Context: an optimization exercise on an open-source flow, tuned for small area, a short achievable clock period and few clock cycles. The choices shown serve that exercise and are no tape-out recipe.

==> run a: inputs <==
## nlp16af
module nlp16af(
    input   logic           i_clk,
    input   logic           i_rst_n,
    output  logic           o_wr,
    output  logic           o_rd,
    input   logic   [15:0]  i_bus,
    output  logic   [15:0]  o_bus,
    output  logic   [15:0]  o_address
);
export LEC_CHECK = 0
export CAP_MARGIN = 20
export CORE_MARGIN = 2
export CORE_UTILIZATION = 40
export SETUP_SLACK_MARGIN = 4
export SLEW_MARGIN = 20
export SYNTH_HIERARCHICAL = 1
create_clock -name core_clock -period 12.0 [get_ports {i_clk}]
run.sh (not shown) runs the stock make flow with config.mk's settings and CLKGATE_MAP_FILE= SYNTH_SCRIPT=/design/flow/synth_recipe.tcl, a recipe that flattens the netlist after the stock synthesis.
==> run b: changes against run a <==
--- a/flow/design.v
+++ b/flow/design.v
@@ -51,10 +51,11 @@
     input   logic           i_left,      
     input   logic           i_right,     
     input   logic           i_rol,       
     input   logic           i_msb,       
     input   logic           i_ror,       
+    input   logic           i_zero,      
     output  logic   [15:0]  o_res,
     output  logic           o_c,
     output  logic           o_s,
     output  logic           o_z
 );
@@ -70,11 +71,11 @@
     assign k = i_a | bx;
     carry16 cy (.i_g(g), .i_p(lu), .i_cin(i_cin), .o_c(c));
     assign sh   = ({16{i_left}}  & {i_a[14:0], i_rol & i_a[15]})
                 | ({16{i_right}} & {(i_msb & i_a[15]) | (i_ror & i_a[0]), i_a[15:1]});
     assign nsum = lu | sh;
-    assign o_res = nsum ^ ({16{i_arith}} & c[15:0]);
+    assign o_res = (nsum & {16{~i_zero}}) ^ ({16{i_arith & ~i_zero}} & c[15:0]);
     logic zero16, z_arith;
     assign zero16  = (lu[0] == i_cin) && (lu[15:1] == k[14:0]);
     assign z_arith = ~zero16 | (k[15] ^ i_subdec);
     assign o_z = i_arith ? z_arith : (i_logic | (|nsum));
     assign o_c = i_logic | (i_arith & (c[16] ^ i_subdec));
@@ -157,11 +158,18 @@
     assign rst = ~i_rst_n;
     logic   [3:0]   state, nstate;
     logic           xq, nxq;             
     logic           nxt, nnxt;           
     logic           mv;                  
-    logic   [3:0]   fa, fb, nfa, nfb;    
+    logic           ejd;                 
+    logic           cmx, ncmx;           
+    logic   [3:0]   nfa, nfb;            
+    logic   [14:0]  sel_a, sel_b;        
+    logic   [14:0]  nsel_a, nsel_b;
+    logic           rd_q, nrd;           
+    logic           wr_q, nwr;           
+    logic           wrc_q, nwrc;         
     logic   [2:0]   asel, nasel;         
     logic           s_f1, s_f2, s_f3, s_r0, s_xs, s_mls, s_mpp, s_cm, s_wr0;
     assign s_f1  = state == ST_F1;
     assign s_f2  = state == ST_F2;
     assign s_f3  = state == ST_F3;
@@ -205,41 +213,55 @@
     assign is_alu  = ~(is_ldst | is_call | is_pop | is_push);
     assign ra1_mem = ra1 == 4'hB;
     assign ra1_ip  = ra1 == 4'hD;
     assign aluop   = (opc[3:2] == 2'b00) ? ir1[13:8] : {2'b00, ir1[11:8]};
     assign cnd     = cond_ok(ir1[7:4], fc, fs, fz);
-    logic           b_push, b_pop;
+    logic           is_mov;
+    always_comb begin
+        case (aluop)
+            6'h0A, 6'h09, 6'h1B, 6'h18, 6'h06, 6'h12, 6'h14, 6'h16,
+            6'h20, 6'h24, 6'h22, 6'h30, 6'h34, 6'h32: is_mov = 1'b0;
+            default:                                 is_mov = 1'b1;
+        endcase
+    end
+    logic           ej;
+    assign ej = s_f3 & cnd & is_alu & ra1_ip & is_mov & (ir2f[7:4] == 4'h3);
+    logic           b_push, b_pop, b_skip;
     assign b_push = i_bus[15:12] == 4'hD;
     assign b_pop  = i_bus[15:12] == 4'hC;
+    assign b_skip = ~xq & ~cond_ok(i_bus[7:4], fc, fs, fz);
     logic           im16_bus, memsrc_bus, memsrc_reg, eof, memsrc;
     logic   [3:0]   w2a, w2b;
     assign im16_bus   = i_bus[15:12] == 4'h3 || i_bus[11:8] == 4'h3;
     assign memsrc_bus = i_bus[15:12] == 4'hB || i_bus[11:8] == 4'hB;
     assign memsrc_reg = ir2f[7:4] == 4'hB || ir2f[3:0] == 4'hB;
     assign eof        = (s_f2 & ~im16_bus) | s_f3;    
     assign memsrc     = s_f2 ? memsrc_bus : memsrc_reg;
     assign w2a        = s_f2 ? i_bus[15:12] : ir2f[7:4];
     assign w2b        = s_f2 ? i_bus[11:8]  : ir2f[3:0];
     logic           x_ra1, x_adr, squash, st_xs;
-    assign x_ra1  = xq & ~is_ldst & ~ra1_mem;          
+    assign x_ra1  = xq & ~is_ldst & ~ra1_mem & ~ejd;   
     assign x_adr  = xq & is_ldst;                      
-    assign squash = s_f1 & xq & ~is_ldst & ra1_ip;     
+    assign squash = s_f1 & xq & ~is_ldst & ra1_ip & ~ejd;    
     assign st_xs  = is_st & (ra1 == 4'h0 || ra1_ip);   
     localparam logic [2:0] A_IP = 3'b001, A_ADR = 3'b010, A_SP = 3'b100, A_0 = 3'b000;
     always_comb begin
         nstate = ST_F1;
         nxq    = 1'b0;
+        ncmx   = 1'b0;
         nnxt   = 1'b0;
         nfa    = 4'hF;
         nfb    = 4'hF;
         case (state)
             ST_F1: begin
-                if (xq & ~is_ldst & ra1_ip) begin
+                if (xq & ~is_ldst & ra1_ip & ~ejd) begin
                     nstate = ST_F1;
                 end else if (xq & is_ldst) begin
                     nstate = ST_MLS; nnxt = 1'b1;
                     if (is_st) nfa = ra1;
+                end else if ((b_push | b_pop) & b_skip) begin
+                    nstate = ST_F1;
                 end else if (b_push) begin
                     nstate = ST_MPP; nfa = i_bus[3:0];
                 end else if (b_pop) begin
                     nstate = ST_MPP;
                 end else begin
@@ -247,11 +269,16 @@
                 end
             end
             ST_F2, ST_F3: begin
                 if (s_f2 & im16_bus)              nstate = ST_F3;
                 else if (!cnd)                    nstate = ST_F1;
-                else if (is_call) begin           nstate = ST_CM; nfa = ra1; end
+                else if (is_call) begin
+                    nstate = ST_CM; nfa = ra1;
+                    if (is_mov & ~ra1_mem & (w2a != 4'hB)) begin
+                        ncmx = 1'b1; nxq = 1'b1; nfb = w2a;
+                    end
+                end
                 else if (memsrc & ~(is_alu & ra1_mem)) nstate = ST_R0;
                 else begin
                     nstate = (st_xs | (is_alu & ra1_mem)) ? ST_XS : ST_F1;
                     nxq = 1'b1; nfa = w2a; nfb = w2b;
                 end
@@ -259,11 +286,12 @@
             ST_R0: begin
                 nstate = st_xs ? ST_XS : ST_F1;
                 nxq = 1'b1; nfa = ir2f[7:4]; nfb = ir2f[3:0];
             end
             ST_CM: begin
-                if (memsrc_reg & ~ra1_mem)        nstate = ST_R0;
+                if (cmx)                          nstate = ST_F1;
+                else if (memsrc_reg & ~ra1_mem)   nstate = ST_R0;
                 else begin
                     nstate = ra1_mem ? ST_XS : ST_F1;
                     nxq = 1'b1; nfa = ir2f[7:4]; nfb = ir2f[3:0];
                 end
             end
@@ -274,19 +302,41 @@
                 end else begin
                     nstate = ST_WR0; nfa = 4'h0;
                 end
             end
             ST_MLS: begin
-                if (nxt & (is_push | is_pop)) begin
+                if (nxt & (is_push | is_pop) & cnd) begin
                     nstate = ST_MPP;
                     if (is_push) nfa = ra1;
                 end else begin
-                    nstate = nxt ? ST_F2 : ST_F1;
+                    nstate = (nxt & ~(is_push | is_pop)) ? ST_F2 : ST_F1;
                 end
             end
             default:                              nstate = ST_F1;
         endcase
+        nrd  = 1'b0;
+        nwr  = 1'b0;
+        nwrc = 1'b0;
+        case (nstate)
+            ST_F1, ST_F2, ST_F3, ST_R0: nrd = 1'b1;
+            ST_WR0, ST_CM:              nwr = 1'b1;
+            ST_MLS: begin                
+                nrd = is_ld & ~ra1_mem;
+                nwr = ~(is_ld & ~ra1_mem);
+            end
+            ST_MPP: begin
+                nwrc = 1'b1;
+                if (s_f1) begin          
+                    nrd = b_pop & (i_bus[3:0] != 4'hB);
+                    nwr = b_push | (i_bus[3:0] == 4'hB);
+                end else begin           
+                    nrd = is_pop & ~ra1_mem;
+                    nwr = is_push | ra1_mem;
+                end
+            end
+            default: ;
+        endcase
         case (nstate)
             ST_F1, ST_F2, ST_F3:    nasel = A_IP;
             ST_MLS:                 nasel = A_ADR;
             ST_MPP, ST_CM:          nasel = A_SP;
             default:                nasel = A_0;
@@ -296,27 +346,36 @@
         if (rst) begin
             state <= ST_F1;
             xq    <= 1'b0;
             nxt   <= 1'b0;
             mv    <= 1'b0;
-            fa    <= 4'hF;
-            fb    <= 4'hF;
+            ejd   <= 1'b0;
+            cmx   <= 1'b0;
+            sel_a <= 15'h0;
+            sel_b <= 15'h0;
+            rd_q  <= 1'b1;
+            wr_q  <= 1'b0;
+            wrc_q <= 1'b0;
             asel  <= A_IP;
         end else begin
             state <= nstate;
             xq    <= nxq;
             nxt   <= nnxt;
             mv    <= s_r0;
-            fa    <= nfa;
-            fb    <= nfb;
+            ejd   <= ej;
+            cmx   <= ncmx;
+            sel_a <= nsel_a;
+            sel_b <= nsel_b;
+            rd_q  <= nrd;
+            wr_q  <= nwr;
+            wrc_q <= nwrc;
             asel  <= nasel;
         end
     end
-    logic   [14:0]  sel_a, sel_b;
     logic   [15:0]  a, b;
-    regsel rsa (.i_f(fa), .i_mem_ok(mv), .o_sel(sel_a));
-    regsel rsb (.i_f(fb), .i_mem_ok(mv), .o_sel(sel_b));
+    regsel rsa (.i_f(nfa), .i_mem_ok(s_r0), .o_sel(nsel_a));
+    regsel rsb (.i_f(nfb), .i_mem_ok(s_r0), .o_sel(nsel_b));
     rport  rpa (.i_sel(sel_a), .i_ir1(ir1), .i_ir2(ir2), .i_iv(iv), .i_ir3(ir3), .i_flag({fc, fs, 1'b0, fz}),
                 .i_a(r_a), .i_b(r_b), .i_c(r_c), .i_d(r_d), .i_e(r_e), .i_f(r_f),
                 .i_mem(mdr), .i_adr(adr), .i_ip(ip), .i_sp(sp), .o_data(a));
     rport  rpb (.i_sel(sel_b), .i_ir1(ir1), .i_ir2(ir2), .i_iv(iv), .i_ir3(ir3), .i_flag({fc, fs, 1'b0, fz}),
                 .i_a(r_a), .i_b(r_b), .i_c(r_c), .i_d(r_d), .i_e(r_e), .i_f(r_f),
@@ -339,34 +398,34 @@
                 6'h20, 6'h24: left = 1;                                                          
                 6'h22: begin left = 1; rol = 1; end                                              
                 6'h30: right = 1;                                                                
                 6'h34: begin right = 1; sar = 1; end                                             
                 6'h32: begin right = 1; ror = 1; end                                             
-                default: t = 4'b1100;                                                            
+                default: t = cmx ? 4'b1010 : 4'b1100;                                            
             endcase
         end
     end
     logic   [15:0]  res;
     logic           c_o, s_o, z_o;
     ALU alu (
         .i_a(a), .i_b(b), .i_t(t), .i_bpos(bpos), .i_bneg(bneg), .i_cin(cin), .i_arith(arith),
         .i_subdec(subdec), .i_logic(lgc), .i_left(left), .i_right(right), .i_rol(rol),
-        .i_msb(sar), .i_ror(ror),
+        .i_msb(sar), .i_ror(ror), .i_zero(rst),
         .o_res(res), .o_c(c_o), .o_s(s_o), .o_z(z_o)
     );
     logic   ld_mls, pop_ok;
     assign ld_mls = s_mls & e_ld & (e_ra1 != 4'hB);
     assign pop_ok = s_mpp & is_pop & cnd;
-    assign o_rd   = s_f1 | s_f2 | s_f3 | s_r0 | ld_mls | (s_mpp & is_pop & ~ra1_mem);
-    assign o_wr   = s_wr0 | s_cm | (s_mls & ~ld_mls) | (s_mpp & cnd & (is_push | ra1_mem));
+    assign o_rd   = rd_q;
+    assign o_wr   = wr_q & (~wrc_q | cnd);
     assign o_bus  = a;
     assign o_address = ({16{asel[0]}} & ip) | ({16{asel[1]}} & adr) | ({16{asel[2]}} & sp);
     logic           ldsel, bsel;
     logic   [15:0]  wd;
     assign ldsel = ld_mls | (pop_ok & ~ra1_mem);
-    assign bsel  = ldsel | s_f2 | s_f3;
-    assign wd    = (res | (i_bus & {16{bsel}})) & {16{~rst}};
+    assign bsel  = (ldsel | s_f2 | s_f3) & ~rst;
+    assign wd    = res | (i_bus & {16{bsel}});       
     logic   [3:0]   wdest;
     logic           wen;
     assign wdest = x_adr ? 4'hC : (s_mls ? e_ra1 : ra1);
     assign wen   = x_ra1 | x_adr | ldsel;
     logic   [15:0]  we;
@@ -375,11 +434,11 @@
         if (wen) we[wdest] = 1'b1;
     end
     logic           flag_we, sp_dec, sp_inc, ir1_res;
     assign flag_we = xq & ~is_ldst;
     assign ir1_res = s_xs & ~is_ldst;                  
-    assign sp_dec  = (s_f1 & b_push & ~squash & ~(xq & is_ldst)) | (s_mls & nxt & is_push)
+    assign sp_dec  = (s_f1 & b_push & ~(b_skip) & ~squash & ~(xq & is_ldst)) | (s_mls & nxt & is_push & cnd)
                    | (eof & cnd & is_call);
     assign sp_inc  = s_mpp & ((is_pop & cnd) | (is_push & ~cnd));
     logic   [15:0]  ip_inc, sp_pm;
     inc16    ipi (.i_a(ip), .o_s(ip_inc));
     incdec16 spi (.i_a(sp), .i_dec(~s_mpp), .o_s(sp_pm));    
@@ -395,11 +454,11 @@
         if (rst | we[7])                        r_c  <= wd;
         if (rst | we[8])                        r_d  <= wd;
         if (rst | we[9])                        r_e  <= wd;
         if (rst | we[10])                       r_f  <= wd;
         if (rst | we[12])                       adr  <= wd;
-        if (rst | we[13] | s_f1 | s_f2 | s_f3)  ip   <= (rst | we[13]) ? wd : ip_inc;
+        if (rst | we[13] | s_f1 | s_f2 | s_f3)  ip   <= (rst | we[13] | ej) ? wd : ip_inc;
         if (rst | sp_dec | sp_inc)              sp   <= rst ? 16'hEFFF : sp_pm;
         if (rst | flag_we)                      {fc, fs, fz} <= rst ? 3'b000 : {c_o, s_o, z_o};
         if (x_adr)                              {e_ra1, e_ld} <= {ra1, is_ld};
     end
 endmodule
- CAP_MARGIN: 20 -> 85
- SETUP_SLACK_MARGIN: 4 -> not set
- SLEW_MARGIN: 20 -> 85
==> flow_summary.json <==
{
  "gp_congestion": 1.07,
  "sw_frac_of_total_pct": 41.2,
  "run_status": "complete, no violations",
  "timing.hold.ws_ns": 0.675,
  "yosys-top-cells-count": "edfxtp_1, a22oi_1, nand2_1",
  "dieArea_um2": 42400
}
That was run b.
==> flow_summary.json <==
{
  "run_status": "complete, no violations",
  "maxSlewHeadroom_pct": 17.3,
  "synth_cell_type_count": 87,
  "gp_congestion": 0.942,
  "timing.hold.ws_ns": 0.547,
  "root_buffer": "clkbuf_16",
  "yosys-top-cells-count": "edfxtp_1, a22oi_1, nand2_1",
  "worstSkewPairLatency_ns": 0.55,
  "sw_frac_of_total_pct": 40.8
}
That was run a.
No functional check of the RTL was part of any run of this note.

re-timing with driven ports:
How much do the figures lean on ideal ports? The routed layouts below were timed once more, with nothing changed but the port constraints. Step 1 sets driving cells, clkbuf_16 on the clock port and buf_2 on the other inputs (assumed; they add their load-dependent delay and slew). Step 2 times the ports against the registers' clock, not the clock port: input delays grow and output delays shrink by t, the midpoint of the rising clock arrivals with the driver on. Slacks: no drivers / after step 1 / after step 2; pairs: no drivers / after step 1.
run | t (ns) | setup WS [ns] | latest minus earliest clock arrival (ns)
run a | 0.594 | 5.837 / 5.786 / 6.380 | 0.016 / 0.016
run b | 0.649 | 0.217 / 0.247 / -0.402 | 0.019 / 0.019
With both steps, setup timing fails in run b, where it was met with ideal ports. For run b, which loses most, drivers alone change the setup slack by +0.030 ns; drivers and shift together by -0.619 ns.
